This is an optimization exercise on Yosys and OpenROAD, whose aim is small area, a short achievable clock period and few clock cycles per item, not a production implementation.
Where RTL was checked, it was by simulation tests only, not by an equivalence proof against the original.

==> v29: inputs <==
Design systolic_multiplier, start of the top module:
module systolic_multiplier(
	input wire clk,
	input wire rst_n,
	input wire start,
	input wire [163 - 1 : 0] a,
	input wire [163 - 1 : 0] g,
	input wire [BWIDTH - 1:0] b,
	output wire [163 - 1 : 0] t_i_j,
	output reg done
);
localparam W = 163;
localparam D = 12;
localparam BWIDTH = 168;
localparam K = (BWIDTH + D - 1) / D;                
localparam BW = K * D;                              
localparam CW = $clog2(K);
reg  [W - 1 : 0] reg_a;
reg  [W - 1 : 0] reg_g;
reg  [BW - 1 : 0] reg_b;
reg  [W - 1 : 0] tr;        
reg  [D - 1 : 0] q;         
reg  [D - 1 : 0] qn;        
reg  [D - 1 : 0] hb;        
reg  busy;                  
reg  fix;                   
reg  [CW - 1 : 0] counter;
wire ld = ~(busy | fix);    
assign t_i_j = tr;
always @(posedge clk or negedge rst_n) begin
	if (!rst_n) begin
		busy <= 1'b0;
		fix <= 1'b0;
		counter <= 0;
		done <= 1'b0;
	end else begin
		done <= fix;
		fix <= busy && (counter == K - 1);
		if (busy) begin
			if (counter == K - 1) begin
				busy <= 1'b0;
				counter <= 0;
			end else
				counter <= counter + 1'b1;
		end else if (start && !fix) begin
			busy <= 1'b1;
			counter <= 0;
		end
	end
end
wire [D - 1 : 0] dig = reg_b[BW - 1 -: D];
wire [D - 1 : 0] dig_nx = reg_b[BW - D - 1 -: D];
reg [D - 1 : 0] fac [0 : 3];
reg [D - 1 : 0] pr01, pr23, c_in;
reg [D - 1 : 1] c_r;        
wire [D - 1 : 0] c = {c_r, 1'b1};
integer i, j, k;
always @* begin
	for (k = 0; k < 4; k = k + 1) begin
		fac[k] = 0;
		fac[k][0] = 1'b1;
		for (j = 1; j < D; j = j + 1)
			if ((j << k) < D)
				fac[k][j << k] = g[W - j];
	end
	pr01 = 0; pr23 = 0; c_in = 0;
	for (i = 0; i < D; i = i + 1)
		for (j = 0; j <= i; j = j + 1) begin
			pr01[i] = pr01[i] ^ (fac[0][j] & fac[1][i - j]);
			pr23[i] = pr23[i] ^ (fac[2][j] & fac[3][i - j]);
		end
	for (i = 0; i < D; i = i + 1)
		for (j = 0; j <= i; j = j + 1)
			c_in[i] = c_in[i] ^ (pr01[j] & pr23[i - j]);
end
reg [W - 1 : 0] ta;           
reg [W - 1 : 0] ba;           
reg [D - 1 : 0] hq;           
reg [D - 1 : 0] q_new;        
reg [D - 1 : 0] hb_in, hb_nx;  
always @* begin
	for (i = 0; i < W; i = i + 1) begin
		ta[i] = tr[i];
		ba[i] = 1'b0;
		for (j = 0; j < D; j = j + 1)
			if (i >= j) begin
				ta[i] = ta[i] ^ (q[j] & reg_g[i - j]);
				ba[i] = ba[i] ^ (dig[j] & reg_a[i - j]);
			end
	end
  ...
==> module systolic_multiplier, before the edit <==
module systolic_multiplier(
	input wire clk,
	input wire rst_n,
	input wire start,
	input wire [163 - 1 : 0] a,
	input wire [163 - 1 : 0] g,
	input wire [BWIDTH - 1:0] b,
	output wire [163 - 1 : 0] t_i_j,
	output reg done
);
localparam W = 163;
localparam D = 12;
localparam BWIDTH = 168;
localparam K = (BWIDTH + D - 1) / D;                
localparam BW = K * D;                              
localparam CW = $clog2(K);
reg  [W - 1 : 0] reg_a;
reg  [W - 1 : 0] reg_g;
reg  [BW - 1 : 0] reg_b;
reg  [W - 1 : 0] tr;        
reg  [D - 1 : 0] q;         
reg  [D - 1 : 0] qn;        
reg  [D - 1 : 0] hb;        
reg  busy;                  
reg  fix;                   
reg  [CW - 1 : 0] counter;
wire ld = ~(busy | fix);    
assign t_i_j = tr;
always @(posedge clk or negedge rst_n) begin
	if (!rst_n) begin
		busy <= 1'b0;
		fix <= 1'b0;
		counter <= 0;
		done <= 1'b0;
	end else begin
		done <= fix;
		fix <= busy && (counter == K - 1);
		if (busy) begin
			if (counter == K - 1) begin
				busy <= 1'b0;
				counter <= 0;
			end else
				counter <= counter + 1'b1;
		end else if (start && !fix) begin
			busy <= 1'b1;
			counter <= 0;
		end
	end
end
wire [D - 1 : 0] dig = reg_b[BW - 1 -: D];
wire [D - 1 : 0] dig_nx = reg_b[BW - D - 1 -: D];
reg [D - 1 : 0] fac [0 : 3];
reg [D - 1 : 0] pr01, pr23, c_in;
reg [D - 1 : 1] c_r;        
wire [D - 1 : 0] c = {c_r, 1'b1};
integer i, j, k;
always @* begin
	for (k = 0; k < 4; k = k + 1) begin
		fac[k] = 0;
		fac[k][0] = 1'b1;
		for (j = 1; j < D; j = j + 1)
			if ((j << k) < D)
				fac[k][j << k] = g[W - j];
	end
	pr01 = 0; pr23 = 0; c_in = 0;
	for (i = 0; i < D; i = i + 1)
		for (j = 0; j <= i; j = j + 1) begin
			pr01[i] = pr01[i] ^ (fac[0][j] & fac[1][i - j]);
			pr23[i] = pr23[i] ^ (fac[2][j] & fac[3][i - j]);
		end
	for (i = 0; i < D; i = i + 1)
		for (j = 0; j <= i; j = j + 1)
			c_in[i] = c_in[i] ^ (pr01[j] & pr23[i - j]);
end
reg [W - 1 : 0] ta;           
reg [W - 1 : 0] ba;           
reg [D - 1 : 0] hq;           
reg [D - 1 : 0] q_new;        
reg [D - 1 : 0] hb_in, hb_nx;  
always @* begin
	for (i = 0; i < W; i = i + 1) begin
		ta[i] = tr[i];
		ba[i] = 1'b0;
		for (j = 0; j < D; j = j + 1)
			if (i >= j) begin
				ta[i] = ta[i] ^ (q[j] & reg_g[i - j]);
				ba[i] = ba[i] ^ (dig[j] & reg_a[i - j]);
			end
	end
	for (i = 0; i < D; i = i + 1) begin
		hq[i] = tr[W + i - D] ^ hb[i];
		for (j = 0; j < D; j = j + 1)
			if (W + i - D >= j)
				hq[i] = hq[i] ^ (~qn[j] & reg_g[W + i - D - j]);
		hb_in[i] = 1'b0;
		hb_nx[i] = 1'b0;
		for (j = 0; j < D; j = j + 1)
			if (W + i - j <= W - 1) begin
				hb_in[i] = hb_in[i] ^ (b[BW - 1 - (D - 1) + j] & a[W + i - j]);
				hb_nx[i] = hb_nx[i] ^ (dig_nx[j] & reg_a[W + i - j]);
			end
	end
	for (i = 0; i < D; i = i + 1) begin
		q_new[i] = 1'b0;
		for (k = 0; k < D - i; k = k + 1)
			q_new[i] = q_new[i] ^ (c[k] & hq[i + k]);
	end
end
always @(posedge clk) begin
	if (ld) begin
		reg_a <= a;
		reg_g <= g;
		c_r <= c_in[D - 1 : 1];
		reg_b <= {{(BW - BWIDTH){1'b0}}, b};
		tr <= {W{1'b0}};
		q <= {D{1'b0}};
		qn <= {D{1'b1}};
		hb <= hb_in;
	end else begin
		reg_b <= reg_b << D;
		tr <= fix ? ta : ({ta[W - D - 1 : 0], {D{1'b0}}} ^ ba);
		q <= q_new;
		qn <= ~q_new;
		hb <= hb_nx;
	end
end
endmodule  
clock: 7.0 ns
lec_check: 0
cap_margin: 20
core_margin: 2
core_utilization: 55
place_density: 0.68
setup_slack_margin: 4.5
slew_margin: 20
run.sh (not shown) runs the stock make flow with config.mk's settings and CLKGATE_MAP_FILE= SYNTH_SCRIPT=/design/flow/synth_recipe.tcl, a recipe that flattens the netlist after the stock synthesis.
==> v26 (differences from v29) <==
--- a/flow/design.v
+++ b/flow/design.v
@@ -15,3 +15,3 @@
 localparam BW = K * D;                              
-localparam CW = $clog2(K);
+localparam CW = 4;                               
 reg  [W - 1 : 0] reg_a;
==> flow/flow/run.sh (new file) <==
#!/bin/bash
# The standard layout, with the port buffers inserted as buf_1 cells
# (ORFS's buffer_ports otherwise picks clkdlybuf4s50_1). Timing repair
# still resizes the ones on critical paths.
set -euo pipefail
export BUFFER_PORTS_ARGS="-buffer_cell sky130_fd_sc_hd__buf_1"
bash standard.sh > standard_flow.log 2>&1
==> flow/standard.sh (new file) <==
#!/bin/bash
# synth_recipe.tcl (not shown) runs the flow's synth.tcl, then flattens the netlist and writes it again
# the make line also repeats each setting of config.mk as NAME=value (left out here)
make -C /OpenROAD-flow-scripts/flow DESIGN_CONFIG=/design/flow/config.mk WORK_HOME=/design/flow/orfs CLKGATE_MAP_FILE= SYNTH_SCRIPT=/design/flow/synth_recipe.tcl "${@:-finish}"
CORE_UTILIZATION = 40   (was 55)
CTS_CLUSTER_DIAMETER = 100   (was default)
CTS_CLUSTER_SIZE = 18   (was default)
PLACE_DENSITY = default   (was 0.68)
SETUP_SLACK_MARGIN = 4.0   (was 4.5)
removed: flow/run.sh
==> notes.md <==
- Outcome: timing/DRC/antenna clean
- Setup Fix Bufs, Post-CTS: 37
- # diodes: 9
- Antenna violations before repair: 19
- Number of global-route vias before repair: between 60000 and 70000
- Final worst path period share: 0.431
- Multi-input logic portion of the cell area: 0.676
- Worst Setup EP: t_i_j[16]
- TritonCTS buffer count: 56
- DR pass1 iterations: 6
- DP HPWL: 199 mm
- Met2 global-route usage: 0.439
the above is filed under v26

==> notes.md <==
- Outcome: timing/DRC/antenna clean
- DP HPWL: roughly 180 mm
- Worst Setup EP: q[0]
- Setup Fix Bufs, Post-CTS: roughly 220
- R2r setup slk: a little over 4000 ps
- Antenna violations before repair: 28
- # diodes: 21
- Met2 global-route usage: 0.597
- Min-Delay Endpoint: reg_b[156]
- TritonCTS buffer count: 86
- DR pass1 iterations: 14
the above is filed under v29

Testbench counts of v26, summed over its fixed seeds: cycles 25,608, items 1,600.
Function not checked in v29: the RTL went through the layout flow alone.

==> re-timing with driven ports <==
The results above use ideal ports. As a check the final layouts listed here were re-extracted and re-timed, cells and wires unchanged. Step 1 (the two cells are an assumption about what drives the block):
set clk [get_ports {clk}]
set_driving_cell -lib_cell sky130_fd_sc_hd__clkbuf_16 $clk
set_driving_cell -lib_cell sky130_fd_sc_hd__buf_2 [delete_from_list [all_inputs] $clk]
Step 2 moves the port delays by t, midway between the first and last clock arrival at a register: inputs arrive t later, outputs are due t later. That takes back most of the time a late clock gives input paths. Three values: ideal ports, drivers, drivers and shift; two values: the first two.
run | shift t [ns] | setup slack, ns | worst hold slack (ns) | worst setup path after step 2 | latest minus earliest clock arrival (ns)
v29 | 0.840 | 4.055 / 4.055 / 3.823 | 0.419 / 0.419 / 0.419 | input to register | 0.102 / 0.102
v26 | 0.851 | 3.982 / 3.888 / 3.528 | 0.414 / 0.414 / 0.414 | input to register | 0.042 / 0.042
After both steps every run listed still meets setup and hold. The setup slack of v26, which loses most, moves by -0.094 ns with the drivers and by -0.454 ns with both steps.
